From an optimization exercise on the open Yosys and OpenROAD flow, aimed at small area; shortcuts taken in it are not production practice. Function was checked by simulation only, so behaviour that the tests miss may differ from the original. Power figures rest on the tool's default switching activity, not on a simulated workload.

`flow/run.sh`:
```
#!/bin/bash
# synth_recipe.tcl (not shown) runs the flow's synth.tcl, then flattens the netlist and writes it again
# the make line also repeats each setting of config.mk as NAME=value (left out here)
make -C /OpenROAD-flow-scripts/flow DESIGN_CONFIG=/design/flow/config.mk WORK_HOME=/design/flow/orfs CLKGATE_MAP_FILE= SYNTH_SCRIPT=/design/flow/synth_recipe.tcl finish
```
`flow/config.mk`:
```
export PLATFORM = sky130hd
export DESIGN_NAME = top
export DESIGN_NICKNAME = top
export VERILOG_FILES = /design/flow/design.v
export SDC_FILE = /design/flow/constraint.sdc
export NUM_CORES = 4
export LEC_CHECK = 0
export CAP_MARGIN = 20
export CORE_MARGIN = 2
export CORE_UTILIZATION = 40
export SLEW_MARGIN = 20
```
`flow/constraint.sdc`:
```
create_clock -name core_clock -period 25.0 [get_ports {osc}]
set_input_delay 5.0000 -clock core_clock [delete_from_list [all_inputs] [get_ports {osc}]]
set_output_delay 5.0000 -clock core_clock [all_outputs]
set_load 0.01 [all_outputs]
```
`flow/design.v`:
```
`timescale 1ns / 1ps
module bin2seg(
   input         [3:0]      bin_data,
   output   wire   [7:0]      seg_data
);
assign  seg_data = (bin_data==0)?8'b11111100:
                   (bin_data==1)?8'b01100000:
                   (bin_data==2)?8'b11011010:
                   (bin_data==3)?8'b11110010:
                   (bin_data==4)?8'b01100110:
                   (bin_data==5)?8'b10110110:
                   (bin_data==6)?8'b10111110:
                   (bin_data==7)?8'b11100100:
                   (bin_data==8)?8'b11111110:
                   8'b11110110;
endmodule 
`timescale 1ns / 1ps
module hextobcd(
    input [30:0] hex,
    output [39:0] bcdout
    );
reg [30:0] bin;
reg [39:0] result;
always @(hex)
begin
    bin = hex;
    result = 0;
    repeat(30)
    begin
        result[0] = bin[30];
        if(result[3:0] > 4)
            result[3:0] = result[3:0] + 4'd3;
        if(result[7:4] > 4)
            result[7:4] = result[7:4] + 4'd3;
        if(result[11:8] > 4)
            result[11:8] = result[11:8] + 4'd3;
        if(result[15:12] > 4)
            result[15:12] = result[15:12] + 4'd3;
        if(result[19:16] > 4)
            result[19:16] = result[19:16] + 4'd3;
        if(result[23:20] > 4)
            result[23:20] = result[23:20] + 4'd3;
        if(result[27:24] > 4)
            result[27:24] = result[27:24] + 4'd3;
        if(result[31:28] > 4)
            result[31:28] = result[31:28] + 4'd3;
        if(result[35:32] > 4)
            result[35:32] = result[35:32] + 4'd3;
        result = result << 1;  
        bin = bin << 1;  
    end
    result[0] = bin[30];
end
assign bcdout = result;
endmodule
`timescale 1ns / 1ps
module USB
(
	input clk_main,
	input reset,
	input RXD,
	output TXD,
	input [30:0]PrintfData1
 );
parameter CLOCKS_PER_BIT = 2604;  
parameter CLOCKS_WAIT_FOR_RECEIVE = 1302;
parameter MAX_TX_BIT_COUNT = 9;
parameter MAX_DATA_BUFFER_INDEX = 15;
	parameter 	[7:0]		LCD_BLANK 	= 8'b00100000;
	parameter 	[7:0]		LCD_DASH 	= 8'b00101101;
	parameter	[7:0]	 	LCD_COLON	= 8'b00111010;
	parameter	[7:0]	 	LCD_PERIODE	= 8'b00101110;
	parameter	[7:0]	 	LCD_EQUAL	= 8'b00111101;
	parameter	[7:0]	 	LCD_0			= 8'b00110000;
	parameter	[7:0]	 	LCD_1			= 8'b00110001;
	parameter	[7:0]	 	LCD_2			= 8'b00110010;
	parameter	[7:0]	 	LCD_3			= 8'b00110011;
	parameter	[7:0]	 	LCD_4			= 8'b00110100;
	parameter	[7:0]	 	LCD_5			= 8'b00110101;
	parameter	[7:0]	 	LCD_6			= 8'b00110110;
	parameter	[7:0]	 	LCD_7			= 8'b00110111;
	parameter	[7:0]	 	LCD_8			= 8'b00111000;
	parameter	[7:0]	 	LCD_9			= 8'b00111001;
	parameter	[7:0]	 	LCD_A			= 8'b01000001;
	parameter	[7:0]	 	LCD_B			= 8'b01000010;
	parameter	[7:0]	 	LCD_C			= 8'b01000011;
	parameter	[7:0]	 	LCD_D			= 8'b01000100;
	parameter	[7:0]	 	LCD_E			= 8'b01000101;
	parameter	[7:0]	 	LCD_F			= 8'b01000110;
	parameter	[7:0]	 	LCD_G			= 8'b01000111;
	parameter	[7:0]	 	LCD_H			= 8'b01001000;
	parameter	[7:0]	 	LCD_I			= 8'b01001001;
	parameter	[7:0]	 	LCD_J			= 8'b01001010;
	parameter	[7:0]	 	LCD_K			= 8'b01001011;
	parameter	[7:0]	 	LCD_L			= 8'b01001100;
	parameter	[7:0]	 	LCD_M			= 8'b01001101;
	parameter	[7:0]	 	LCD_N			= 8'b01001110;
	parameter	[7:0]	 	LCD_O			= 8'b01001111;
	parameter	[7:0]	 	LCD_P			= 8'b01010000;
	parameter	[7:0]	 	LCD_Q			= 8'b01010001;
	parameter	[7:0]	 	LCD_R			= 8'b01010010;
	parameter	[7:0]	 	LCD_S			= 8'b01010011;
	parameter	[7:0]	 	LCD_T			= 8'b01010100;
	parameter	[7:0]	 	LCD_U			= 8'b01010101;
	parameter	[7:0]	 	LCD_V			= 8'b01010110;
	parameter	[7:0]	 	LCD_W			= 8'b01010111;
	parameter	[7:0]	 	LCD_X			= 8'b01011000;
	parameter	[7:0]	 	LCD_Y			= 8'b01011001;
	parameter	[7:0]	 	LCD_Z			= 8'b01011010;
	parameter	[7:0]	 	LCD_UNDER	= 8'b01011111;
	parameter	[7:0]	 	LCD_S_a		= 8'b01100001;
	parameter	[7:0]	 	LCD_S_b		= 8'b01100010;
	parameter	[7:0]	 	LCD_S_c		= 8'b01100011;
	parameter	[7:0]	 	LCD_S_d		= 8'b01100100;
	parameter	[7:0]	 	LCD_S_e		= 8'b01100101;
	parameter	[7:0]	 	LCD_S_f		= 8'b01100110;
	parameter	[7:0]	 	LCD_S_g		= 8'b01100111;
	parameter	[7:0]	 	LCD_S_h		= 8'b01101000;
	parameter	[7:0]	 	LCD_S_i		= 8'b01101001;
	parameter	[7:0]	 	LCD_S_j		= 8'b01101010;
	parameter	[7:0]	 	LCD_S_k		= 8'b01101011;
	parameter	[7:0]	 	LCD_S_l		= 8'b01101100;
	parameter	[7:0]	 	LCD_S_m		= 8'b01101101;
	parameter	[7:0]	 	LCD_S_n		= 8'b01101110;
	parameter	[7:0]	 	LCD_S_o		= 8'b01101111;
	parameter	[7:0]	 	LCD_S_p		= 8'b01110000;
	parameter	[7:0]	 	LCD_S_q		= 8'b01110001;
	parameter	[7:0]	 	LCD_S_r		= 8'b01110010;
	parameter	[7:0]	 	LCD_S_s		= 8'b01110011;
	parameter	[7:0]	 	LCD_S_t		= 8'b01110100;
	parameter	[7:0]	 	LCD_S_u		= 8'b01110101;
	parameter	[7:0]	 	LCD_S_v		= 8'b01110110;
	parameter	[7:0]	 	LCD_S_w		= 8'b01110111;
	parameter	[7:0]	 	LCD_S_x		= 8'b01111000;
	parameter	[7:0]	 	LCD_S_y		= 8'b01111001;
	parameter	[7:0]	 	LCD_S_z		= 8'b01111010;
	parameter	[7:0]	 	LCD_dot		= 8'b01100000;
reg [15:0] tx_clk_count;  
reg [3:0] tx_bit_count;  
reg [7:0] data_buffer_index;
reg [4:0] data_buffer_base;
reg [7:0] data_buffer[0:15];  
wire [7:0] data_buffer2[0:23];  
reg [7:0] data_tx;  
reg [7:0] rx_data;
reg [3:0] rx_bit_count;
reg [11:0] rx_clk_count;
reg state_rx;
reg tx_bit;
wire rxd_w;
wire [39:0] bcd1;
wire [39:0] bcd2;
wire [39:0] bcd3;
wire [39:0] bcd4;
wire [39:0] bcd5;
reg [18:0]timer_cnt;
function [7:0] ascii;
  input [4:0] hex;
  integer i;
  begin
		ascii = 0;
		if(hex <= 9)
			 ascii = hex + 8'h30;  
		else
			 ascii = hex + 8'd55;  
  end
endfunction
    always @ (posedge clk_main)
    begin
        if(reset == 1)begin
            tx_clk_count = 16'd0;
            tx_bit_count = 0;
            tx_bit = 1;                      
            data_buffer_index = 8'd0;           
				timer_cnt = 19'd0;
				data_tx = 8'd0;
        end
        else 
		  begin
				if(timer_cnt>19'd500000)
				begin
                if (tx_clk_count == CLOCKS_PER_BIT) begin
                    if (tx_bit_count == 0) begin
                        tx_bit = 1'b1;      
                        tx_bit_count = 1'b1;
                        data_tx = data_buffer2[data_buffer_index];
                    end
                    else if (tx_bit_count == 1) begin
                        tx_bit = 0;      
                        tx_bit_count = 2;
                    end
                    else if (tx_bit_count <= MAX_TX_BIT_COUNT) begin
                        tx_bit = data_tx[tx_bit_count-2];    
                        tx_bit_count = tx_bit_count + 1'b1;
                    end
                    else begin
                        tx_bit = 1;      
                        data_buffer_index = data_buffer_index + 1'b1;   
                        if(data_buffer_index==8'd24)   
								begin
									data_buffer_index=8'd0;
									timer_cnt = 19'd0;
								end 
								tx_bit_count = 0;
                    end
                    tx_clk_count = 0;    
                end
                tx_clk_count = tx_clk_count + 1'b1;         
				end
				else timer_cnt = timer_cnt + 1'b1;
        end
    end
    always @ (posedge clk_main)
    begin
        if (reset == 1) begin
            rx_clk_count = 0;
            rx_bit_count = 0;
            data_buffer_base = 0;                
            state_rx = 0;
        end
        else begin
            if (state_rx == 0 && RXD == 0) begin
                state_rx = 1;        
                rx_bit_count = 0;
                rx_clk_count = 0;
            end
            else if (state_rx == 1) begin
                if(rx_bit_count == 0 && rx_clk_count == CLOCKS_WAIT_FOR_RECEIVE) begin
                    rx_bit_count = 1;
                    rx_clk_count = 0;
                end
                else if(rx_bit_count < 9 && rx_clk_count == CLOCKS_PER_BIT) begin
                    rx_data[rx_bit_count-1] = RXD;
                    rx_bit_count = rx_bit_count + 1'b1;
                    rx_clk_count = 0;
                end
                else if(rx_bit_count == 9 && rx_clk_count == CLOCKS_PER_BIT && RXD == 1) begin
                    state_rx = 0;
                    rx_clk_count = 0;
                    rx_bit_count = 0;
                    data_buffer[data_buffer_base] = rx_data;
                    data_buffer_base = data_buffer_base + 1'b1;         
						  if(data_buffer_base == 4'd10)
						  begin
						  data_buffer_base = 4'd0;
						  end 
					 end
                else if(rx_bit_count == 9 && rx_clk_count == CLOCKS_PER_BIT && RXD != 1) begin
                    state_rx = 0;
                    rx_clk_count = 0;
                    rx_bit_count = 0;
                    rx_data = 8'b00000000;       
                end
                rx_clk_count = rx_clk_count + 1'b1;
            end
        end
    end
assign TXD = tx_bit;
assign data_buffer2[0] = 8'd0;
assign data_buffer2[1] = LCD_T;
assign data_buffer2[2] = LCD_S_h;
assign data_buffer2[3] = LCD_S_e;
assign data_buffer2[4] = LCD_S_r;
assign data_buffer2[5] = LCD_S_m;
assign data_buffer2[6] = LCD_S_i;
assign data_buffer2[7] = LCD_S_s;
assign data_buffer2[8] = LCD_S_t;
assign data_buffer2[9] = LCD_S_o;
assign data_buffer2[10] = LCD_S_r;
assign data_buffer2[11] = ascii(bcd1[39:36]);
assign data_buffer2[12] = ascii(bcd1[35:32]);
assign data_buffer2[13] = ascii(bcd1[31:28]);
assign data_buffer2[14] = ascii(bcd1[27:24]);
assign data_buffer2[15] = ascii(bcd1[23:20]);
assign data_buffer2[16] = ascii(bcd1[19:16]);
assign data_buffer2[17] = ascii(bcd1[15:12]);
assign data_buffer2[18] = ascii(bcd1[11:8]);
assign data_buffer2[19] = ascii(bcd1[7:4]);
assign data_buffer2[20] = LCD_dot;
assign data_buffer2[21] = ascii(bcd1[3:0]);
assign data_buffer2[22] = 8'h0d;  
assign data_buffer2[23] = 8'h0a;  
hextobcd hextobcd1
(
	.hex(PrintfData1),
   .bcdout(bcd1)
);
endmodule
`timescale 1ns / 1ps
module Thermistor(
 input clk_main,   
 input reset,  
 input Thermistor2,
 output Thermistor2_out,
 output Thermistor2_oe,
 output [31:0]PrintfData4
    );
reg Thermistor_r;
reg dir_r;  
reg [7:0]state;
reg [7:0]i_cnt;
reg [31:0]cnt;
reg [31:0]reset_cnt;
reg [15:0]state_timer_cnt;
reg [7:0]wrd;
reg [7:0]wrd2;
reg [7:0]retd;
reg [7:0]write_cnt;
reg [7:0]read_cnt;
reg [7:0]templow;
reg [7:0]temphigh;
reg [15:0]temp_sum;
reg re_init;
reg [3:0]writeNumber;
reg [3:0]readNumber;
always@(posedge clk_main)
begin
 if(reset)
 begin
  Thermistor_r <= 0;
  dir_r <= 0;
  state <= 0;
  i_cnt <= 0;
  cnt <= 0;
  reset_cnt <= 0;
  state_timer_cnt <= 0;
  wrd <= 0;
  wrd2 <= 0;
  retd <= 0;
  write_cnt <= 0;
  read_cnt <= 0;
  templow <= 0;
  temphigh <= 0;
  temp_sum <= 0;
  re_init <= 0;
  writeNumber <= 0;
  readNumber <= 0;
 end
 else
 case(state)
 8'd0:
 begin
  if(reset_cnt == 32'd500000)
  begin
   state <= 8'd1;
   dir_r <=  0;  
   Thermistor_r <=  1'b0;  
   wrd <=  8'd0;
   read_cnt <=  8'd0;
   temp_sum <=  16'd0;
   templow <=  8'd0;
   temphigh <=  8'd0;
  end 
  else reset_cnt <=  reset_cnt + 1'b1;
 end 
 8'd1: 
 begin
   dir_r <=  0;  
   state <=  8'd2;
 end 
 8'd2:
 begin
  Thermistor_r <=  1'b0; 
  state <=  8'd3;
 end
 8'd3:
 begin
  if(state_timer_cnt >= 16'd45000)  
  begin
   state_timer_cnt <=  16'd0;
   state <=  8'd31;
  end 
  else state_timer_cnt <=  state_timer_cnt + 1'b1;
 end 
  8'd31:
 begin
   Thermistor_r <=  1'b1; 
	state <=  8'd4;
 end 
 8'd4:
 begin
   if(state_timer_cnt >= 32'd2500)  
   begin
   state_timer_cnt <=  32'd0;
   state <=  8'd32;
   end 
   else state_timer_cnt <=  state_timer_cnt + 1'b1;
 end 
 8'd32:
 begin
  dir_r <=  1;  
  state <=  8'd5;
 end 
8'd5:
 begin
    if(Thermistor2 == 1'b0)
    begin
   state <=  8'd6;
   end 
 end
8'd6:
 begin
   if(Thermistor2 == 1'b1)
   begin
   state <=  8'd7;
   end 
 end 
8'd28:
begin
	if(state_timer_cnt >= 32'd2500)  
	begin
	state_timer_cnt <=  32'd0;
	state <=  8'd7;
	end 
	else state_timer_cnt <=  state_timer_cnt + 1'b1;
end 
 8'd7:
  begin
  case(writeNumber)
  0:wrd <=  8'hcc;
  1:wrd <=  8'h44;
  2:wrd <=  8'hcc;
  3:wrd <=  8'hbe;
  endcase
  state <=  8'd8;
  end 
 8'd8: 
 begin
  dir_r <=  1'b0;  
  state <=  8'd9;
 end 
 8'd9:
 begin
 Thermistor_r <=  1'b0;  
 state <=  8'd10;
 end
 8'd10: 
 begin
		if(state_timer_cnt >= 32'd50)  
		begin
			state_timer_cnt <=  32'd0;
			state <=  8'd11;
		end 
		else state_timer_cnt <=  state_timer_cnt + 1'b1;
 end 
 8'd11: 
 begin
		  if((wrd&8'h01))
		  begin
			Thermistor_r <=  1'b1;
		  end 
		  else Thermistor_r <=  1'b0;
		  state <=  8'd12;
 end 
 8'd12:
 begin
  if(state_timer_cnt>=32'd2500) 
  begin
		state_timer_cnt <=  32'd0;
		state <=  8'd29;   
  end
  else state_timer_cnt <=  state_timer_cnt + 1'b1;
 end 
8'd29:
  begin
  Thermistor_r <=  1'b1;
	state <=  8'd30;   
  end 
  8'd30:
  begin
  	wrd <=  (wrd>>1'b1);
  state <=  8'd13;   
  end
 8'd13:
 begin
   if(write_cnt >= 8'd7)
  begin
   state <=  8'd14;   
   write_cnt <=  8'd0;
  end 
   else 
  begin
  write_cnt <=  write_cnt + 1'b1;
  state <=  8'd8;
  end 
 end  
 8'd14:
 begin
 writeNumber <=  writeNumber+ 1'b1;
 state <=  8'd15;
 end 
 8'd15:
 begin
	case(writeNumber)
	1:
	begin
	state <=  8'd28;
	end
	2:
	begin
	state <=  8'd1;
	end
	3:
	begin
	state <=  8'd28;
	end
	4:
	begin
	 writeNumber <= 4'd0;
		  state <=  8'd27;
	end
	endcase
 end 
8'd27:
begin
	 retd <=  8'd0;
	 state <=  8'd16;
end 
8'd16: 
 begin
   retd <=  (retd>>1);
   state <=  8'd33;
 end
8'd33:
begin
	dir_r <=  1'b0;  
	state <=  8'd34;
end 
8'd34:
begin
   Thermistor_r <=  1'b0;  
   state <=  8'd35;
end 
8'd35:
begin
   if(state_timer_cnt >= 32'd50)  
   begin
	  state_timer_cnt <=  32'd0;
	  state <=  8'd36;
   end 
   else state_timer_cnt <=  state_timer_cnt + 1'b1;
end 
8'd36:
 begin
   dir_r <=  1'b1;  
   state <=  8'd37;
end 
8'd37:
begin
   if(state_timer_cnt >= 32'd700)  
   begin
	  state_timer_cnt <=  32'd0;
	  state <=  8'd21;
   end 
   else state_timer_cnt <=  state_timer_cnt + 1'b1;
end 
8'd21:
 begin
   if(Thermistor2 == 1'b1)
  begin
   retd <=  retd | 8'h80;
  end 
    state <=  8'd22;
 end 
8'd22:
 begin
  if(state_timer_cnt >= 32'd2250)  
  begin
    state_timer_cnt <=  32'd0;
     state <=  8'd23;
  end 
  else state_timer_cnt <=  state_timer_cnt + 1'b1;
 end
8'd23:
 begin
    if(read_cnt == 8'd7)
   begin 
   read_cnt <=  8'd0;
   state <=  8'd24;
   end
    else 
   begin
   read_cnt <=  read_cnt + 1'b1;
   state <=  8'd16;
   end 
 end 
8'd24:
begin
readNumber <=  readNumber + 1'b1;
state <=  8'd25;
end 
8'd25:
begin
 if(readNumber ==4'd1)
 begin
   templow <=  retd;
   state <=  8'd27;
 end 
 else if(readNumber >=2'd2)
 begin
	readNumber <= 4'd0;
   temphigh <=  retd;
   state <=  8'd26;
 end 
end
8'd26:
 begin
  temp_sum <=  {temphigh,templow};
  state <=  8'd1;
 end 
 endcase
end 
assign PrintfData4 = ((temp_sum*10'd625)/10'd1000);
assign Thermistor2_out = Thermistor_r;
assign Thermistor2_oe = (dir_r==0);
endmodule  
`timescale 1ns / 1ps
module top_tem(
	input osc,
	input reset,
	input Thermistor_in,
	output Thermistor_out,
	output Thermistor_oe,
	input RXD,
	output TXD,
	output [31:0]PrintfData1
    );
wire clk_main = osc;
USB Printf
(
	.clk_main(clk_main),   
	.reset(reset),	 
	.RXD(RXD),
	.TXD(TXD),
	.PrintfData1(PrintfData1[30:0])
);
Thermistor DS18B20
(
	.clk_main(clk_main),   
	.reset(reset),	 
	.Thermistor2(Thermistor_in),
	.Thermistor2_out(Thermistor_out),
	.Thermistor2_oe(Thermistor_oe),
	.PrintfData4(PrintfData1)
);
endmodule
`timescale 1ns / 1ps
module segment(
   input                     CLK,
   input                     RESET,
   input                 [2:0]    KEY,
   input                     Mode_Switch,
   input      wire   [1:0]      status_led,
   input      wire    [31:0]   reg_e,
   input      wire    [31:0]   reg_a,   
   output   reg   [3:0]      FND_COM,
   output   reg   [7:0]      FND_DATA
);
   reg   [31:0]   cnt;
   reg   [15:0]   cnt64k;
   reg   [1:0]      cnt4;
   reg   [3:0]      regseg0;
   reg   [3:0]      regseg1;
   reg   [3:0]      regseg2;
   reg   [3:0]      regseg3;
   wire   [7:0]      seg0;
   wire   [7:0]      seg1;
   wire   [7:0]      seg2;
   wire   [7:0]      seg3;
   parameter [7:0] hurdle=8'h03;
   parameter [7:0] blank=8'h20;
   parameter [7:0] dino=8'h04;
   parameter [7:0] floor=8'h05;   
   always @ (posedge CLK or posedge RESET)
   begin
      if (RESET)
         cnt<= 32'd0;
      else
         begin
            if (cnt < 32'd50000)
                  cnt <=Mode_Switch? cnt+32'd1 : cnt+ 32'd2;
            else
                  cnt<= 32'd0;
         end
   end
   always @ (posedge RESET or posedge CLK)
   begin
      if (RESET)
         cnt64k <= 16'd0;
      else
         begin
            if (cnt64k < 16'hffff)
               cnt64k <= cnt64k + 16'd1;
            else
               cnt64k <= 16'd0;
         end
   end
   always @ (posedge RESET or posedge CLK)
   begin
      if (RESET)
         cnt4 <= 2'b00;
      else
         begin
            if (cnt64k == 16'hffff)
               begin
                  if (cnt4 < 2'b11)
                     cnt4 <= cnt4 + 2'b01;
                  else
                     cnt4 <= 2'b00;
               end
         end
   end
   always @ (posedge RESET or posedge CLK)
   begin
      if(RESET)
         begin
            regseg0 <= 4'd0;
            regseg1 <= 4'd0;
            regseg2 <= 4'd0;
            regseg3 <= 4'd0;
         end
      else if(KEY[1] || KEY[2])
         begin
            regseg0 <= 4'd0;
            regseg1 <= 4'd0;
            regseg2 <= 4'd0;
            regseg3 <= 4'd0;
         end
      else
         begin
            if ((cnt == 32'd50000)&&(status_led<2'd3))
               begin
                  if (regseg2 < 9)
                     regseg2 <= regseg2 + 4'd1;  
                  else
                     regseg2 <= 4'd0;
               end
            if ((cnt == 32'd50000) && (regseg2 == 9))
               begin
                  if (regseg1 < 9)
                     regseg1 <= regseg1 + 4'd1;
                  else
                     regseg1 <= 4'd0;
               end
            if ((cnt == 32'd50000) && (regseg1 == 9) && (regseg2 == 9) &&(status_led<2'd3))
               begin
                  if (regseg0 < 9)
                     regseg0 <= regseg0 + 4'd1;
                  else
                     regseg0 <= 4'd0;
               end
            if((((cnt == 32'd50000) &&(status_led==3'd3) )))
            begin
            regseg0<=regseg0; 
            regseg1<=regseg1;
            regseg2<=regseg2;
            regseg3<=regseg3;				
            end
         end
   end
   always @ (cnt4)
   begin
      case (cnt4)
         2'b00      :   FND_COM   <=   4'b1000;
         2'b01      :   FND_COM   <=   4'b0100;
         2'b10      :   FND_COM   <=   4'b0010;
         default   :   FND_COM   <=   4'b0001;
      endcase
   end
   bin2seg u0 (.bin_data(regseg0), .seg_data(seg0));
   bin2seg u1 (.bin_data(regseg1), .seg_data(seg1)); 
   bin2seg u2 (.bin_data(regseg2), .seg_data(seg2));
   bin2seg u3 (.bin_data(regseg3), .seg_data(seg3));
   always @ (FND_COM or seg0 or seg1 or seg2 or seg3)
      begin
      case (FND_COM)
         4'b1000   :   FND_DATA   <=   ~seg0;  
         4'b0100   :   FND_DATA   <=   ~seg1;  
         4'b0010   :   FND_DATA   <=   ~seg2;  
         default   :   FND_DATA   <=   ~seg3;  
      endcase
   end
endmodule 
`timescale 1ns / 1ps
module textlcd(
   input               RESET,       
   input               CLK,          
   input               Mode_Switch, 
   input    wire         [2:0] KEY,  
	input 	wire		[31:0] PrintfData1,
   output   reg      [2:0] status_led,  
   output	reg		[31:0]reg_e,  
   output	reg		[31:0]reg_a,  
   output   wire      LCD_RS,       
   output   wire      [7:0]LCD_DATA,
   output   reg      LCD_EN,       
   output      wire   [7:0]   LED
);
   reg   [31:0]   reg_b;       
   reg   [31:0]   reg_c;       
   reg   [31:0]   reg_d;       
   reg   [31:0]   reg_f;       
   reg   [31:0]   reg_g;       
   reg   [31:0]   reg_h;       
   reg   [10:0]   delay_lcdclk;    
   reg   [6:0]      count_lcd;       
   reg   [31:0]    cnt;
   reg   [4:0]      status;
   reg    [7:0] regLED;
   reg  [3:0] lcd_mode;  
   parameter [3:0] mode_pwron = 4'd1 ;   
   parameter [3:0] mode_fnset = 4'd2 ;   
   parameter [3:0] mode_onoff = 4'd3 ;   
   parameter [3:0] mode_entr1 = 4'd4 ;  
   parameter [3:0] mode_entr2 = 4'd5 ;  
   parameter [3:0] mode_entr3 = 4'd6 ;  
   parameter [3:0] mode_seta1 = 4'd7 ;   
   parameter [3:0] mode_wr1st = 4'd8 ;   
   parameter [3:0] mode_seta2 = 4'd9 ;   
   parameter [3:0] mode_wr2nd = 4'd10;   
   parameter [3:0] mode_delay = 4'd11;   
   parameter [3:0] mode_actcm = 4'd12;   
   parameter [7:0] hurdle=8'h03;  
   parameter [7:0] blank=8'h20;   
   parameter [7:0] dino=8'h04;    
   parameter [7:0] floor=8'h05;    
   reg [9:0] set_data; 
   assign LCD_RS = set_data[9];
   assign LCD_DATA = set_data[7:0];
   always @ (posedge CLK or posedge RESET)
   begin
      if (RESET)
         cnt <= 32'd0;
      else
         begin
            if (cnt < 32'd50000)
                  cnt <=Mode_Switch? cnt+32'd1 : cnt + 32'd2;
            else
                  cnt <= 32'd0; 
         end
   end
always @ (posedge CLK or posedge RESET)
begin
    if (RESET)
    begin
        status <= 5'd0;
        status_led <= 3'd2;
    end
    else if (KEY[2])
    begin
        status <= 5'd0;
        status_led <= 3'd2;
    end
    else
    begin
        if ((cnt == 32'd50000) && (status < 5'd16))  
            status <= status + 4'd1;  
        else if (status == 5'd16)
            status <= 5'd0;  
		  if (PrintfData1 > 220)
        begin
            status <= 5'd18;  
        end
        if (((cnt == 32'd50000) && (reg_e[31:24] == hurdle)) || KEY[1])
        begin
            status_led <= status_led - 3'd1;
            if (status_led == 3'd0)
            begin
                status <= 5'd17;
                status_led <= 3'd3;
            end
        end
		          if (KEY[0] && (reg_e[23:16] == hurdle))
        begin
            status <= 5'd0;
        end
    end
end
      always@(status_led) 
         begin
         case (status_led)
 			3'd0 : regLED <= 8'b00000000;
			3'd1 : regLED <= 8'b10000000;
			3'd2 : regLED <= 8'b11000000;
			3'd3 : regLED <= 8'b11111111;
         default : regLED<=8'b00000000;
         endcase
   end
  reg [7:0] up, down;
  assign LED= regLED;
	always @ (*)
	begin
		if( KEY[0] ) begin
			up <= dino;
	   end
		else begin 
			up <= blank;
		end
	end
	always @ (*)
	begin
		if( KEY[0] ) begin
			down <= blank;
	   end
		else begin 
			down <= dino;
		end
	end
   always @ (*)
   begin
      case(status)
         5'd0 : begin
            reg_a      <=   {blank, up, blank, blank};   
            reg_b      <=   {blank, blank, blank, blank};   
            reg_c      <=   {blank, blank, blank, blank};   
            reg_d      <=   {blank, blank, blank, blank};   
            reg_e      <=   {down, floor, floor, floor};   
            reg_f      <=   {floor, floor, floor, floor};   
            reg_g      <=   {floor, floor, floor, floor};   
            reg_h      <=   {floor, floor, floor, hurdle};
         end
         5'd1 : begin
            reg_a      <=   {blank, up, blank, blank};   
            reg_b      <=   {blank, blank, blank, blank};   
            reg_c      <=   {blank, blank, blank, blank};   
            reg_d      <=   {blank, blank, blank, blank};   
            reg_e      <=   {down, floor, floor, floor};   
            reg_f      <=   {floor, floor, floor, floor};   
            reg_g      <=   {floor, floor, floor, floor};   
            reg_h      <=   {floor, floor, hurdle, floor};
         end
         5'd2 : begin
            reg_a      <=   {blank, up, blank, blank};   
            reg_b      <=   {blank, blank, blank, blank};   
            reg_c      <=   {blank, blank, blank, blank};   
            reg_d      <=   {blank, blank, blank, blank};   
            reg_e      <=   {down, floor, floor, floor};   
            reg_f      <=   {floor, floor, floor, floor};   
            reg_g      <=   {floor, floor, floor, floor};   
            reg_h      <=   {floor, hurdle, floor, floor};
         end
         5'd3 : begin
            reg_a      <=   {blank, up, blank, blank};   
            reg_b      <=   {blank, blank, blank, blank};   
            reg_c      <=   {blank, blank, blank, blank};   
            reg_d      <=   {blank, blank, blank, blank};   
            reg_e      <=   {down, floor, floor, floor};   
            reg_f      <=   {floor, floor, floor, floor};   
            reg_g      <=   {floor, floor, floor, floor};   
            reg_h      <=   {hurdle, floor, floor, floor};   
         end
         5'd4 : begin
            reg_a      <=   {blank, up, blank, blank};   
            reg_b      <=   {blank, blank, blank, blank};   
            reg_c      <=   {blank, blank, blank, blank};   
            reg_d      <=   {blank, blank, blank, blank};   
            reg_e      <=   {down, floor, floor, floor};   
            reg_f      <=   {floor, floor, floor, floor};   
            reg_g      <=   {floor, floor, floor, hurdle};   
            reg_h      <=   {floor, floor, floor, floor};   
         end
         5'd5 : begin
            reg_a      <=   {blank, up, blank, blank};   
            reg_b      <=   {blank, blank, blank, blank};   
            reg_c      <=   {blank, blank, blank, blank};   
            reg_d      <=   {blank, blank, blank, blank};   
            reg_e      <=   {down, floor, floor, floor};   
            reg_f      <=   {floor, floor, floor, floor};   
            reg_g      <=   {floor, floor, hurdle, floor};   
            reg_h      <=   {floor, floor, floor, floor};   
         end   
         5'd6 : begin
            reg_a      <=   {blank, up, blank, blank};
            reg_b      <=   {blank, blank, blank, blank};   
            reg_c      <=   {blank, blank, blank, blank};   
            reg_d      <=   {blank, blank, blank, blank};   
            reg_e      <=   {down, floor, floor, floor};   
            reg_f      <=   {floor, floor, floor,floor};   
            reg_g      <=   {floor, hurdle, floor, floor};   
            reg_h      <=   {floor, floor, floor, floor};   
         end
         5'd7 : begin
            reg_a      <=   {blank, up, blank, blank};   
            reg_b      <=   {blank, blank, blank, blank};   
            reg_c      <=   {blank, blank, blank, blank};   
            reg_d      <=   {blank, blank, blank, blank};   
            reg_e      <=   {down, floor, floor, floor};   
            reg_f      <=   {floor, floor, floor, floor};   
            reg_g      <=   {hurdle, floor, floor, floor};   
            reg_h      <=   {floor, floor, floor, floor};   
         end
         5'd8 : begin
            reg_a      <=   {blank, up, blank, blank};   
            reg_b      <=   {blank, blank, blank, blank};   
            reg_c      <=   {blank, blank, blank, blank};   
            reg_d      <=   {blank, blank, blank, blank};   
            reg_e      <=   {down, floor, floor, floor};   
            reg_f      <=   {floor, floor, floor, hurdle};   
            reg_g      <=   {floor, floor, floor, floor};   
            reg_h      <=   {floor, floor, floor, floor};   
         end
         5'd9 : begin
            reg_a      <=   {blank, up, blank, blank};   
            reg_b      <=   {blank, blank, blank, blank};   
            reg_c      <=   {blank, blank, blank, blank};   
            reg_d      <=   {blank, blank, blank, blank};   
            reg_e      <=   {down, floor, floor, floor};   
            reg_f      <=   {floor, floor, hurdle, floor};   
            reg_g      <=   {floor, floor, floor, floor};   
            reg_h      <=   {floor, floor, floor, floor};   
         end
         5'd10 : begin
            reg_a      <=   {blank, up, blank, blank};   
            reg_b      <=   {blank, blank, blank, blank};   
            reg_c      <=   {blank, blank, blank, blank};   
            reg_d      <=   {blank, blank, blank, blank};   
            reg_e      <=   {down, floor, floor, floor};   
            reg_f      <=   {floor, hurdle, floor, floor};   
            reg_g      <=   {floor, floor, floor, floor};   
            reg_h      <=   {floor, floor, floor, floor};   
         end
         5'd11 : begin
            reg_a      <=   {blank, up, blank, blank};   
            reg_b      <=   {blank, blank, blank, blank};   
            reg_c      <=   {blank, blank, blank, blank};   
            reg_d      <=   {blank, blank, blank, blank};   
            reg_e      <=   {down, floor, floor, floor};   
            reg_f      <=   {hurdle, floor, floor, floor};   
            reg_g      <=   {floor, floor, floor, floor};   
            reg_h      <=   {floor, floor, floor, floor};   
         end   
         5'd12 : begin
            reg_a      <=   {blank, up, blank, blank};   
            reg_b      <=   {blank, blank, blank, blank};   
            reg_c      <=   {blank, blank, blank, blank};   
            reg_d      <=   {blank, blank, blank, blank};   
            reg_e      <=   {down, floor, floor, hurdle};   
            reg_f      <=   {floor, floor, floor, floor};   
            reg_g      <=   {floor, floor, floor, floor};   
            reg_h      <=   {floor, floor, floor, floor};   
         end
         5'd13 : begin
            reg_a      <=   {blank, up, blank, blank};   
            reg_b      <=   {blank, blank, blank, blank};   
            reg_c      <=   {blank, blank, blank, blank};   
            reg_d      <=   {blank, blank, blank, blank};   
            reg_e      <=   {down, floor, hurdle, floor};   
            reg_f      <=   {floor, floor, floor,floor};   
            reg_g      <=   {floor, floor, floor, floor};   
            reg_h      <=   {floor, floor, floor, floor};   
         end
         5'd14 : begin
            reg_a      <=   {blank, up, blank, blank};   
            reg_b      <=   {blank, blank, blank, blank};   
            reg_c      <=   {blank, blank, blank, blank};   
            reg_d      <=   {blank, blank, blank, blank};   
            reg_e      <=   {down,  hurdle, floor, floor};   
            reg_f      <=   {floor, floor, floor, floor};   
            reg_g      <=   {floor, floor, floor, floor};   
            reg_h      <=   {floor, floor, floor, floor};   
         end
         5'd15 :   begin 
            reg_a      <=   {blank, up, blank, blank};   
            reg_b      <=   {blank, blank, blank, blank};   
            reg_c      <=   {blank, blank, blank, blank};   
            reg_d      <=   {blank, blank, blank, blank};   
            reg_e      <=   {hurdle, floor, floor, floor};   
            reg_f      <=   {floor, floor, floor, floor};   
            reg_g      <=   {floor, floor, floor, floor};   
            reg_h      <=   {floor, floor, floor, floor};   
           end         
         5'd16 : begin
            reg_a      <=   {8'h47, 8'h41, 8'h4D, 8'h45};    
            reg_b      <=   {8'h4F, 8'h56, 8'h45, 8'h52};    
            reg_c      <=   {blank, blank, blank, blank};   
            reg_d      <=   {blank, blank, blank, blank};   
            reg_e      <=   {8'h47, 8'h41, 8'h4D, 8'h45};   
            reg_f      <=   {8'h4F, 8'h56, 8'h45, 8'h52};   
            reg_g      <=   {blank, blank, blank, blank};   
            reg_h      <=   {blank, blank, blank, blank};   
         end
          5'd17 : begin
            reg_a      <=   {blank, blank, blank, blank};   
            reg_b      <=   {8'h47, 8'h41, 8'h4D, 8'h45};   
            reg_c      <=   {8'h4F, 8'h56, 8'h45, 8'h52};    
            reg_d      <=   {blank, blank, blank, blank};    
            reg_e      <=   {blank, blank, 8'h50, 8'h52};    
            reg_f      <=   {8'h45, 8'h53, 8'h53, blank};    
            reg_g      <=   {blank, 8'h52, 8'h45, 8'h53};    
            reg_h      <=   {8'h45, 8'h54, blank, blank};    
         end
			5'd18 : begin
				reg_a      <=   {blank, blank, blank, blank};   
            reg_b      <=   {blank, 8'h57, 8'h41, 8'h52};    
            reg_c      <=   {8'h4E, 8'h49, 8'h4E, 8'h47};   
            reg_d      <=   {blank, blank, blank, blank};   
            reg_e      <=   {blank, blank, blank, blank};   
            reg_f      <=   {blank, blank, blank, blank};   
            reg_g      <=   {blank, blank, blank, blank};   
            reg_h      <=   {blank, blank, blank, blank};   
			end
         default : begin
            reg_a      <=   {8'h47, 8'h41, 8'h4D, 8'h45};    
            reg_b      <=   {8'h4F, 8'h56, 8'h45, 8'h52};    
            reg_c      <=   {blank, blank, blank, blank};   
            reg_d      <=   {blank, blank, blank, blank};   
            reg_e      <=   {8'h47, 8'h41, 8'h4D, 8'h45};   
            reg_f      <=   {8'h4F, 8'h56, 8'h45, 8'h52};   
            reg_g      <=   {blank, blank, blank, blank};   
            reg_h      <=   {blank, blank, blank, blank};   
         end
      endcase
end
always @(posedge RESET or posedge CLK)
begin
   if(RESET)
      begin
         delay_lcdclk   <=   11'd0; 
         count_lcd      <=   7'd0;
         LCD_EN      <=   0;
      end
   else
      begin
         if (delay_lcdclk < 11'd2000)
            delay_lcdclk <=  delay_lcdclk + 11'd1;
         else
            delay_lcdclk <= 11'd0;
         if (delay_lcdclk == 11'd0)
            begin
               if (count_lcd < 7'd89)
                  count_lcd <=count_lcd + 7'd1;
               else
                  count_lcd <= 7'd6;
            end
         if (delay_lcdclk == 11'd200)
             LCD_EN <=1 ; 
         else if (delay_lcdclk == 11'd1800)
            LCD_EN <= 0;
      end
end
always @(posedge RESET or posedge CLK)  
begin
   if (RESET)
      lcd_mode <= mode_pwron;
   else   
      begin
               case (count_lcd)
               7'd0      :   lcd_mode   <=   mode_pwron;
               7'd1       :   lcd_mode <= mode_fnset;
               7'd2      :   lcd_mode   <=   mode_onoff;
               7'd3      :   lcd_mode   <=   mode_entr1;
               7'd4      :   lcd_mode   <=   mode_entr2;
               7'd5      :   lcd_mode   <=   mode_entr3;
               7'd6      :   lcd_mode   <=   mode_seta1;
               7'd7      :   lcd_mode   <=   mode_wr1st;
               7'd23      :   lcd_mode   <=   mode_seta2;
               7'd24      :   lcd_mode   <=   mode_wr2nd;
               7'd40      :   lcd_mode   <=   mode_delay;
               7'd41      :   lcd_mode <= mode_actcm;
               default   :   begin end
               endcase
      end
end
always @(posedge RESET or posedge CLK)
begin
   if (RESET)
      set_data <= 10'd0;
   else
      begin
         case (lcd_mode)
            mode_pwron   :   set_data   <=   {1'b0,1'b0, 8'h38}; 
            mode_fnset   :   set_data   <=   {1'b0,1'b0, 8'h38};
            mode_onoff   :   set_data   <=   {1'b0,1'b0, 8'h0e}; 
            mode_entr1   :   set_data   <=   {1'b0,1'b0, 8'h06}; 
            mode_entr2   :   set_data   <=   {1'b0,1'b0, 8'h02}; 
            mode_entr3   :   set_data   <=   {1'b0,1'b0, 8'b01000000}; 
            mode_seta1   :   set_data   <=   {1'b0,1'b0, 8'h80}; 
            mode_wr1st   :
               begin
                  case (count_lcd)
                     7'd7      :    set_data   <=   {1'b1,1'b0, reg_a[31:24]};  
                     7'd8      :    set_data   <=   {1'b1,1'b0, reg_a[23:16]};
                     7'd9      :    set_data   <=   {1'b1,1'b0, reg_a[15: 8]};
                     7'd10      :   set_data   <=   {1'b1,1'b0, reg_a[7 : 0]};
                     7'd11      :   set_data   <=   {1'b1,1'b0, reg_b[31:24]};
                     7'd12      :   set_data   <=   {1'b1,1'b0, reg_b[23:16]};
                     7'd13      :   set_data   <=   {1'b1,1'b0, reg_b[15: 8]};
                     7'd14      :   set_data   <=   {1'b1,1'b0, reg_b[7 : 0]};
                     7'd15      :   set_data   <=   {1'b1,1'b0, reg_c[31:24]};
                     7'd16      :   set_data   <=   {1'b1,1'b0, reg_c[23:16]};
                     7'd17      :   set_data   <=   {1'b1,1'b0, reg_c[15: 8]};
                     7'd18      :   set_data   <=   {1'b1,1'b0, reg_c[7 : 0]};
                     7'd19      :   set_data   <=   {1'b1,1'b0, reg_d[31:24]};
                     7'd20      :   set_data   <=   {1'b1,1'b0, reg_d[23:16]};
                     7'd21      :   set_data   <=   {1'b1,1'b0, reg_d[15: 8]};
                     7'd22      :   set_data   <=   {1'b1,1'b0, reg_d[7 : 0]};
                      endcase
                   end
            mode_seta2      :   set_data   <=   {1'b0,1'b0, 8'hc0}; 
            mode_wr2nd      :
               begin
                  case (count_lcd)
                     7'd24      :   set_data   <=   KEY[0] ?{1'b1,1'b0, reg_a[31:24]}:{1'b1,1'b0, reg_e[31:24]};
                     7'd25      :   set_data   <=   {1'b1,1'b0, reg_e[23:16]};
                     7'd26      :   set_data   <=   {1'b1,1'b0, reg_e[15: 8]};
                     7'd27      :   set_data   <=   {1'b1,1'b0, reg_e[7 : 0]};
                     7'd28      :   set_data   <=   {1'b1,1'b0, reg_f[31:24]};
                     7'd29      :   set_data   <=   {1'b1,1'b0, reg_f[23:16]};
                     7'd30      :   set_data   <=   {1'b1,1'b0, reg_f[15: 8]};
                     7'd31      :   set_data   <=   {1'b1,1'b0, reg_f[7 : 0]};
                     7'd32      :   set_data   <=   {1'b1,1'b0, reg_g[31:24]};
                     7'd33      :   set_data   <=   {1'b1,1'b0, reg_g[23:16]};
                     7'd34      :   set_data   <=   {1'b1,1'b0, reg_g[15: 8]};
                     7'd35      :   set_data   <=   {1'b1,1'b0, reg_g[7 : 0]};
                     7'd36      :   set_data   <=   {1'b1,1'b0, reg_h[31:24]};
                     7'd37      :   set_data   <=   {1'b1,1'b0, reg_h[23:16]};
                     7'd38      :   set_data   <=   {1'b1,1'b0, reg_h[15: 8]};
                     7'd39      :   set_data   <=   {1'b1,1'b0, reg_h[7 : 0]};
                  endcase
               end
            mode_delay      :   set_data   <=   {1'b0,1'b0, 8'h02}; 
            mode_actcm      :   
               begin
               case(count_lcd) 
                7'd41  : begin
                        set_data<={1'b0, 1'b0, 8'b01011000}; 
                        end
                7'd42  :begin         
                        set_data<={1'b1, 1'b0, 8'b00000111};  
                        end
                7'd43  : begin
                        set_data<={1'b0, 1'b0, 8'b01011001};
                        end
                7'd44  :begin         
                        set_data<={1'b1, 1'b0, 8'b00000111};
                        end
                7'd45  : begin
                        set_data<={1'b0, 1'b0, 8'b01011010};
                        end
                7'd46  :begin         
                        set_data<={1'b1, 1'b0, 8'b00010111};
                        end
                7'd47  : begin
                        set_data<={1'b0, 1'b0, 8'b01011011};
                        end
                7'd48  :begin         
                        set_data<={1'b1, 1'b0, 8'b00010111};
                        end
                7'd49  : begin
                        set_data<={1'b0, 1'b0, 8'b01011100};
                        end
                7'd50  :begin         
                        set_data<={1'b1, 1'b0, 8'b00011111};
                        end
                7'd51  : begin
                        set_data<={1'b0, 1'b0, 8'b01011101};
                        end
                7'd52  :begin         
                        set_data<={1'b1, 1'b0, 8'b00001110};
                        end
                7'd53  : begin
                        set_data<={1'b0, 1'b0, 8'b01011110};
                        end
                7'd54  :begin         
                        set_data<={1'b1, 1'b0, 8'b00001110};
                        end
                7'd55  : begin
                        set_data<={1'b0, 1'b0, 8'b01011111};
                        end
                7'd56  :begin         
                        set_data<={1'b1, 1'b0, 8'b00001110};
                        end
                7'd57  : begin
                        set_data<={1'b0, 1'b0, 8'b01100000};
                        end
                7'd58  :begin         
                        set_data<={1'b1, 1'b0, 8'b00001100};
                        end
                7'd59  : begin
                        set_data<={1'b0, 1'b0, 8'b01100001};
                        end
                7'd60  :begin         
                        set_data<={1'b1, 1'b0, 8'b00011011};
                        end
                7'd61  : begin
                        set_data<={1'b0, 1'b0, 8'b01100010};
                        end
                7'd62  :begin         
                        set_data<={1'b1, 1'b0, 8'b00011110};
                        end
                7'd63  : begin
                        set_data<={1'b0, 1'b0, 8'b01100011};
                        end
                7'd64  :begin         
                        set_data<={1'b1, 1'b0, 8'b00001111};
                        end
                7'd65  : begin
                        set_data<={1'b0, 1'b0, 8'b01100100};
                        end
                7'd66  :begin         
                        set_data<={1'b1, 1'b0, 8'b00001100};
                        end
                7'd67  : begin
                        set_data<={1'b0, 1'b0, 8'b01100101};
                        end
                7'd68  :begin         
                        set_data<={1'b1, 1'b0, 8'b00001110};
                        end
                7'd69  : begin
                        set_data<={1'b0, 1'b0, 8'b01100110};
                        end
                7'd70  :begin         
                        set_data<={1'b1, 1'b0, 8'b00001110};
                        end
                7'd71  : begin
                        set_data<={1'b0, 1'b0, 8'b01100111};
                        end
                7'd72 :begin         
                        set_data<={1'b1, 1'b0, 8'b00001010};
                        end
                7'd73  : begin
                        set_data<={1'b0, 1'b0, 8'b01101000};
                        end
                7'd74  :begin         
                        set_data<={1'b1, 1'b0, 8'b00000000};
                        end
                7'd75  : begin
                        set_data<={1'b0, 1'b0, 8'b01101001};
                        end
                7'd76  :begin         
                        set_data<={1'b1, 1'b0, 8'b00000000};
                        end
                7'd77  : begin
                        set_data<={1'b0, 1'b0, 8'b01101010};
                        end
                7'd78  :begin         
                        set_data<={1'b1, 1'b0, 8'b00000000};
                        end
                7'd79  : begin
                        set_data<={1'b0, 1'b0, 8'b01101011};
                        end
                7'd80  :begin         
                        set_data<={1'b1, 1'b0, 8'b00000000};
                        end
                7'd81  : begin
                        set_data<={1'b0, 1'b0, 8'b01101100};
                        end
                7'd82  :begin         
                        set_data<={1'b1, 1'b0, 8'b00000000};
                        end
                7'd83  : begin
                        set_data<={1'b0, 1'b0, 8'b01101101};
                        end
                7'd84  :begin         
                        set_data<={1'b1, 1'b0, 8'b00000000};
                        end
                7'd85  : begin
                        set_data<={1'b0, 1'b0, 8'b01101110};
                        end
                7'd86  :begin         
                        set_data<={1'b1, 1'b0, 8'b00001000};
                        end
                7'd87  : begin
                        set_data<={1'b0, 1'b0, 8'b01101111};
                        end
                7'd88 :begin         
                        set_data<={1'b1, 1'b0, 8'b00010111};
                        end                        
                  endcase
               end
            default         :   begin end
         endcase
      end
end
endmodule 
`timescale 1ns / 1ps
module buz(
input CLK,
input RESET,
input DIP_SW0,
input DIP_SW1,
input DIP_SW2,
output reg Buzz,
output reg Relay
 );
reg [25:0]cnt_RB;
reg [2:0] DIP;
always@(posedge CLK or posedge RESET)
begin
if(RESET)
begin
DIP <= 3'd0;
end
else DIP<={DIP_SW2, DIP_SW1, DIP_SW0};
end 
always@(posedge CLK or posedge RESET)
begin
   if(RESET==1'b1)
   begin
      Relay <= 1'b0;
      Buzz <= 1'b0;
      cnt_RB <= 32'd0;
   end 
   else begin
   case(DIP) 
   3'b001:
   begin
      if(cnt_RB==26'd50000)
         begin
         cnt_RB <= 26'd0;
         Relay <= ~Relay;
         Buzz <= ~Buzz;
         end
      else cnt_RB <= cnt_RB +1'b1;
   end
   3'b010:
   begin
      if(cnt_RB==26'd25000)
         begin
         cnt_RB <= 26'd0;
         Relay <= ~Relay;
         Buzz <= ~Buzz;
         end
      else cnt_RB <= cnt_RB +1'b1;
   end
   3'b100:
   begin
      if(cnt_RB==26'd12500)
         begin
         cnt_RB <= 26'd0;
         Relay <= ~Relay;
         Buzz <= ~Buzz;
         end
      else cnt_RB <= cnt_RB +1'b1;
   end
   default:
      Buzz <= 0;
   endcase
end
end
endmodule
`timescale 1ns / 1ps
module top(
   input               osc,  
   input               rst,
   input SW_INPUT0,
   input SW_INPUT1,
   input SW_INPUT2,
   input DIP_SW0,
   input DIP_SW1,
   input DIP_SW2,
   input Mode_Switch,
   output reg SW_COMMON0,
   output reg SW_COMMON1,
   output reg SW_COMMON2,
   output   wire             LCD_RS,
   output   wire             LCD_EN,
   output   wire   [7:0]     LCD_DATA,
   output   wire   [3:0]      FND_COM,
   output   wire   [7:0]      FND_DATA,
   output   wire         Buzz,
   output   wire          Relay,
   output   wire [7:0] LED,
	input Thermistor_in,
	output Thermistor_out,
	output Thermistor_oe,
	input RXD,
	output TXD,	
	output reg motor
);
wire reset = rst;
   reg [31:0]cnt_sw;
   wire tick;
   reg ff_tick;
always@(posedge osc or posedge reset)
begin
   if(reset==1'b1)
   begin
      cnt_sw <= 32'd0;
   end
   else if(ff_tick == 1'b1 || tick == 1'b1)
   begin
      cnt_sw <= 32'd0;
   end
   else cnt_sw <= cnt_sw +1'b1;
end 
assign tick = (cnt_sw==32'd5000)? 1'b1: 1'b0;
always@(posedge osc or posedge reset)
   begin
      if(reset==1'b1)
         ff_tick <= 1'b0;
      else
         ff_tick <=tick;
   end
reg [2:0]sw_column;
always@(posedge osc or posedge reset)
begin
   if(reset==1'b1)
   begin
      sw_column <= 32'd0;
   end 
   else if(tick==1'b0)
   begin
      sw_column <= sw_column;
   end 
   else if(sw_column==4)
   begin
      sw_column <= 3'd1;
   end 
   else sw_column <= sw_column + 1'b1;
end 
always@(posedge osc or posedge reset)
begin
   if(reset==1'b1)
   begin
   SW_COMMON0 <= 1'b0;
   SW_COMMON1 <= 1'b0;
   SW_COMMON2 <= 1'b0;
   end
   else
begin
   case(sw_column)
   1:
   begin
      SW_COMMON0 <= 1'b0;
      SW_COMMON1 <= 1'b1;
      SW_COMMON2 <= 1'b1;
   end 
   2:
   begin
      SW_COMMON0 <= 1'b1;
      SW_COMMON1 <= 1'b0;
      SW_COMMON2 <= 1'b1;
   end
   3:
   begin
      SW_COMMON0 <= 1'b1;
      SW_COMMON1 <= 1'b1;
      SW_COMMON2 <= 1'b0;
   end 
   endcase
end
end 
reg [2:0]ff_sw;
always@(posedge osc or posedge reset)
begin
if(reset)
begin
ff_sw <= 3'd0;
end
else ff_sw<={SW_INPUT2,SW_INPUT1,SW_INPUT0};
end
wire [2:0]KEY;
assign KEY[0] = (ff_sw==3'b110 && sw_column==1);
assign KEY[1] = (ff_sw==3'b101 && sw_column==2);
assign KEY[2] = (ff_sw==3'b011 && sw_column==3); 
wire  [2:0]status_led;
wire  [31:0]reg_e;
wire  [31:0]reg_a;
wire [31:0]  PrintfData1;
top_tem top_tem
(
	.osc(osc),
	.reset(reset),
	.Thermistor_in(Thermistor_in),
	.Thermistor_out(Thermistor_out),
	.Thermistor_oe(Thermistor_oe),
	.RXD(RXD),
	.TXD(TXD),
	.PrintfData1(PrintfData1)
);
always @(posedge osc or posedge reset)
begin
   if (reset)
   begin
      motor <= 0;          
   end
	else
   begin
      if (PrintfData1 > 220)  
      begin
         motor <= 1;          
      end
		else
      begin
         motor <= 0;          
      end
   end
end
textlcd textlcd(
   .RESET(reset),
   .CLK(osc),
   .LCD_RS(LCD_RS),
   .LCD_EN(LCD_EN),
   .LCD_DATA(LCD_DATA),
   .KEY(KEY),
   .Mode_Switch(Mode_Switch),
   .status_led(status_led),
	.PrintfData1(32'd0),
	.reg_e(reg_e),
	.reg_a(reg_a),
   .LED(LED)
   );
segment segment(
   .RESET(reset),
   .CLK(osc),
   .FND_COM(FND_COM),
   .FND_DATA(FND_DATA),
   .KEY(KEY),
   .status_led(status_led[1:0]),
   .Mode_Switch(Mode_Switch),
   .reg_a(reg_a),
   .reg_e(reg_e)
   );
buz buz(
   .RESET(reset),
   .CLK(osc),
   .DIP_SW0(DIP_SW0),
   .DIP_SW1(DIP_SW1),
   .DIP_SW2(DIP_SW2),
   .Buzz(Buzz),
   .Relay(Relay)
);
endmodule 
```
==> summary.txt <==
- The flow ran to the end and the layout has no timing, DRC or antenna violations.
- The cell at the root of the clock tree is sky130_fd_sc_hd__clkbuf_16.
- The count of yosys warnings during synthesis is 7.
- The clock tree from TritonCTS is yes.
- The startpoint of the worst setup timing path is top_tem.DS18B20.temp_sum[5]$_SDFFE_PP0P_.
- The data required time at the worst endpoint is 25.51 ns.
- Counting along the longest clock path gives a buffer depth of 3.
- Synthesis instantiated 134 different standard cells from the library.
- The number of nets in the layout is 5,664.
- The number of instances on the worst hold path is 2.
- The number of global-route vias before repair is 36,560.
- The nature of the critical path endpoint is a flip-flop.
- The area fraction in compound gates after synthesis is 24.64%.
- Each instance of the synthesized netlist takes up on average 7.520 um^2.
- The width of the die is 319.0 um.
- Of the total synthesized cell area, the portion taken by XOR and XNOR cells is 7.615%.
- The total core area is 98,420 um^2.
- The post-synth design cell area is 39,700 um^2.
- The number of failing hold endpoints at the final stage is 0.
- The clock latency of the later-clocked register in the worst-skew pair is 0.63 ns.
- The starting utilization of the core area is 40.33%.
- The placed wire-length estimate after detailed placement is 86.21 mm.
- The analysis attributes to cell leakage a power of 17.41 nW.
- For the pin with the worst max-slew slack, the measured transition is 1.050 ns.
- The power per cell area is 34.48 nW/um^2.
- The overflow left after global routing is 0.
- Clock tree synthesis inserted a total of 48 buffers.
- For the final database, setup skew stands at 0.04831 ns.
- The DRC marker count from the first detailed-route iteration is 3,417.
- Routability-driven placement finished with a final weighted congestion of 0.9252.
- The worst register-to-register path ends at top_tem.Printf.data_tx[5]$_SDFFE_PP0P_.
- The maximum clock frequency is 41.91 MHz.
- For this block, the routed nets add up to 114.2 mm of wire.
- The startpoint identified for the worst register-to-register timing path is top_tem.DS18B20.temp_sum[5]$_SDFFE_PP0P_.
- The per-cell via count in the routed design is 5.902.
- The number of antenna violations at the first check in global routing came to 1.
- The pin count of the biggest net entering global routing is 79.
- The synthesized design contains 391 register bits.
- The synthesized netlist devotes 28.08% of its cell area to simple gates.
- The cts-stage hold buffer count is 0.
- The peak supply drop is 0.00005572 V.
- The number of cells produced by synthesis is 5,279.
- After detailed routing, the number of remaining DRC violations is 0.
- Clock-pin slew was measured on the worst setup and hold paths at 0.06 ns.
- The number of nets with antenna violations after detailed routing is 0.
- After synthesis, the share of cell area in mux cells is 3.231%.
- On the worst path, the slowest cell contributes a delay of 0.67 ns.
- In this run the tightest slew margin relative to its limit is 29.75%.
- The number of antenna diodes in the final layout is 0.
- The critical path is of the flip-flop to flip-flop type.
- Counting the fill cells in the layout gives 10,080.
- The final-report setup violation count is 0.
- The worst hold path begins at top_tem.Printf.data_tx[5]$_SDFFE_PP0P_.
- The combinational family with the most area after synthesis is simple AND/OR/NAND/NOR gates.
- For this run, the leading register cell type out of synthesis is sky130_fd_sc_hd__dfrtp_1.
- Counting flops with a built-in enable in the synthesized netlist gives 0.
- The most used cell along the critical path is sky130_fd_sc_hd__buf_4.
- Detailed routing inserted a total of 39,580 vias.
- The part of the cycle the worst path needs is 95.45%.
- The first global-routing pass estimated 188.2 mm of wire.
- The first detailed-routing pass ran for 6 iterations.
- Summing the areas of all fa, ha and maj instances in the mapped netlist gives 9.260% of the synthesized area.
- The number of max-cap violations is 0.
- The critical-path maximum fanout is 11.
- The floorplan die area is 101,800 um^2.
- For hold timing, the worst endpoint is top_tem.Printf.data_tx[5]$_SDFFE_PP0P_.
- On the critical path, the stage with the largest delay is an instance of sky130_fd_sc_hd__or4_1.
- The kind of start point of the critical path is a flip-flop.
- The quantity of I/O buffers inserted on ports is 47.
- Cells with a size suffix above 1 make up 9.430% of the layout.
- The maximum level of the CTS H-tree is 2.
- The class of the tightest hold or removal check is flip-flop to flip-flop.
- The share of the yosys chip area belonging to registers is 22.35%.
- The number of max-slew violations in the final report is 0.
- 50 I/O pins were placed.
- The die span in y is 319.0 um.
- The number of rows in the core area is 115.
- Subtracting the final worst setup slack from the clock period gives 23.86 ns.
- The number of sinks handled by clock tree synthesis is 391.
- The depth of the worst register-to-register path is 85.
- After detailed routing, the average wire length per cell comes to 17.03 um.
- Setup total negative slack on the finished layout was measured at 0 ns.
- Of all flip-flops after synthesis, the portion carrying an async set or reset was 53.20%.
- For this run, the total global-route usage over all layers was measured as 21.70%.
- The arrival time of the worst setup path is 24.37 ns.
- The layout overhead on the synthesized area is 12.01%.
- The reg2reg setup slack is 1.14 ns.
- The overall power is 1.533 mW.
==> cells by family after synthesis <==
family	count (synthesis)
buf+inv	480
simple gates	2216
flops	391
fa+ha+maj	273
mux	122
xor+xnor	340
compound gates	1455
other cells	2
==> report_power, final <==
group | switching, mW | total, mW | internal [mW]
Clock | 0.299 | 0.762 | 0.463
Combinational | 0.0765 | 0.116 | 0.0396
Sequential | 0.0143 | 0.655 | 0.641
==> cells in the final DEF, fill, tap and decap left out, types with 69 or more instances in the layout <==
cell,Yosys,routed
sky130_fd_sc_hd__dfrtp_1,206,206
sky130_fd_sc_hd__mux2i_1,82,81
sky130_fd_sc_hd__a21oi_1,420,418
sky130_fd_sc_hd__dfxtp_1,183,183
sky130_fd_sc_hd__nor3_1,175,174
sky130_fd_sc_hd__buf_4,12,194
sky130_fd_sc_hd__inv_1,239,238
sky130_fd_sc_hd__nor2b_1,69,69
sky130_fd_sc_hd__nand3_1,251,249
sky130_fd_sc_hd__nand2_1,481,481
sky130_fd_sc_hd__a31oi_1,75,74
sky130_fd_sc_hd__nand4_1,95,95
sky130_fd_sc_hd__o21ai_0,294,289
sky130_fd_sc_hd__nor2_1,588,586
sky130_fd_sc_hd__ha_1,237,236
sky130_fd_sc_hd__xnor2_1,189,185
sky130_fd_sc_hd__and3_1,93,91
sky130_fd_sc_hd__xor2_1,145,142
==> cell usage after synthesis, types with 19 or more instances <==
cell	instances	area (um^2)
sky130_fd_sc_hd__or4_1	35	262.8
sky130_fd_sc_hd__or2_2	30	187.7
sky130_fd_sc_hd__a22oi_1	28	210.2
sky130_fd_sc_hd__o2111ai_1	22	192.7
sky130_fd_sc_hd__nor4b_1	20	175.2
sky130_fd_sc_hd__nor2b_1	69	431.7
sky130_fd_sc_hd__o32ai_1	19	166.4
sky130_fd_sc_hd__dfxtp_1	183	3664
sky130_fd_sc_hd__clkbuf_1	164	615.6
sky130_fd_sc_hd__a211oi_1	47	352.8
sky130_fd_sc_hd__nand2_1	481	1805
sky130_fd_sc_hd__nor3_1	175	875.8
sky130_fd_sc_hd__fa_1	35	700.7
sky130_fd_sc_hd__or3_1	67	419.2
sky130_fd_sc_hd__and3_1	93	581.8
sky130_fd_sc_hd__ha_1	237	2965
sky130_fd_sc_hd__o22ai_1	30	187.7
sky130_fd_sc_hd__nor4_1	70	437.9
sky130_fd_sc_hd__nand2b_1	51	319.1
sky130_fd_sc_hd__xnor2_1	189	1655
sky130_fd_sc_hd__mux2i_1	82	820.8
sky130_fd_sc_hd__xor2_1	145	1270
sky130_fd_sc_hd__a21o_1	35	262.8
sky130_fd_sc_hd__a31oi_1	75	469.2
sky130_fd_sc_hd__inv_1	239	897.1
sky130_fd_sc_hd__o21ai_1	22	110.1
sky130_fd_sc_hd__and4_1	26	227.7
sky130_fd_sc_hd__nand4_1	95	594.3
sky130_fd_sc_hd__and2_1	57	356.6
sky130_fd_sc_hd__nand3_1	251	1256
sky130_fd_sc_hd__mux2_2	38	427.9
sky130_fd_sc_hd__a311oi_1	19	166.4
sky130_fd_sc_hd__o21a_1	40	300.3
sky130_fd_sc_hd__buf_2	28	140.1
sky130_fd_sc_hd__nor3b_1	25	187.7
sky130_fd_sc_hd__a21oi_1	420	2102
sky130_fd_sc_hd__o31ai_1	44	330.3
sky130_fd_sc_hd__a211o_1	25	219.0
sky130_fd_sc_hd__o211ai_1	51	382.9
sky130_fd_sc_hd__nor2_1	588	2207
sky130_fd_sc_hd__dfrtp_1	206	5155
sky130_fd_sc_hd__o21ai_0	294	1471
==> final cells by class <==
type	count	area [um^2]	share of cell area, %
Clock buffer	66	1389	3.123
Timing Repair Buffer	240	1917	4.311
Sequential cell	391	8871	19.95
Clock inverter	22	346.6	0.7794
Multi-Input combinational cell	4439	29340	65.98
Inverter	261	992.2	2.231
Tap cell	1287	1610	3.621
==> routing by layer <==
layer	vias up	global-route usage, %	share of wire (%)
li1	19570	-	-
met1	18690	31.06	48
met2	1115	34.44	44
met3	200	2.331	5.3
met4	0	6.080	2.5
met5	-	0	0
==> stage by stage <==
stage          std cells  hold WS (ns)  utilization (%)  cell area (um^2)  worst slack, ns
6_report            6706        0.4500            45.18             44470            1.138
5_1_grt             6706        0.4631            45.18             44470         -0.02387
4_1_cts             6697        0.4518            44.81             44100           0.2704
3_5_place_dp        6609        0.4434            43.04             42360           0.3798
3_3_place_gp        6608        0.4352            43.03             42350           0.4053
2_1_floorplan       5310        0.4199                -             39810            2.708
==> timing repair <==
item / CTS / global route
setup buffers: 0 / 9
gates resized for setup: 0 / 63
setup endpoints to repair: 0 / 8
==> registers in the layout, summed over array words and instances (netlist names), 19 cells and up <==
| signal | flops |
|---|---|
| buz.cnt_RB | 26 |
| cnt_sw | 32 |
| segment.cnt | 32 |
| textlcd.cnt | 32 |
| top_tem.DS18B20.reset_cnt | 32 |
| top_tem.Printf.timer_cnt | 19 |
==> worst max path at each step <==
stage	to	slack, ns
2_1_floorplan	top_tem.Printf.data_tx[5]$_SDFFE_PP0P_	2.71
3_3_place_gp	top_tem.Printf.data_tx[5]$_SDFFE_PP0P_	0.41
3_5_place_dp	top_tem.Printf.data_tx[5]$_SDFFE_PP0P_	0.38
4_1_cts	top_tem.Printf.data_tx[5]$_SDFFE_PP0P_	0.27
5_1_grt	top_tem.Printf.data_tx[5]$_SDFFE_PP0P_	-0.02
6_report	top_tem.Printf.data_tx[5]$_SDFFE_PP0P_	1.14
==> critical path: cells and delay by family (launching register included) <==
kind            cells  cell delay (ns)
compound gates     33             9.20
xor+xnor            2             0.54
fa+ha+maj           7             2.69
buf+inv            16             2.33
flops               1             0.45
mux                 3             1.05
simple gates       24             7.45

[port drivers added, routing unchanged]
In the flow no input, the clock included, has a driving cell. The finished layout below was timed again as built, in two steps.
Step 1 (the two cells are an assumption about what drives the block):
set clk [get_ports {osc}]
set_driving_cell -lib_cell sky130_fd_sc_hd__clkbuf_16 $clk
set_driving_cell -lib_cell sky130_fd_sc_hd__buf_2 [delete_from_list [all_inputs] $clk]
Step 2 also shifts input and output timing later by t, the mid clock arrival at the registers, as if the neighbouring blocks saw the same clock.
Three values: ideal ports, drivers, drivers and shift; two values: the first two.
t (ns): 0.677
setup slack, ns: 1.138 / 1.138 / 1.138
worst setup path after step 2: register to register
worst register clock-pin slew, ns: 0.08 / 0.08
worst slew at a driven data input, ns: 0.04
After both steps this run still meets setup and hold. For this run, drivers alone change the setup slack by 0.000 ns; drivers and shift together by 0.000 ns.
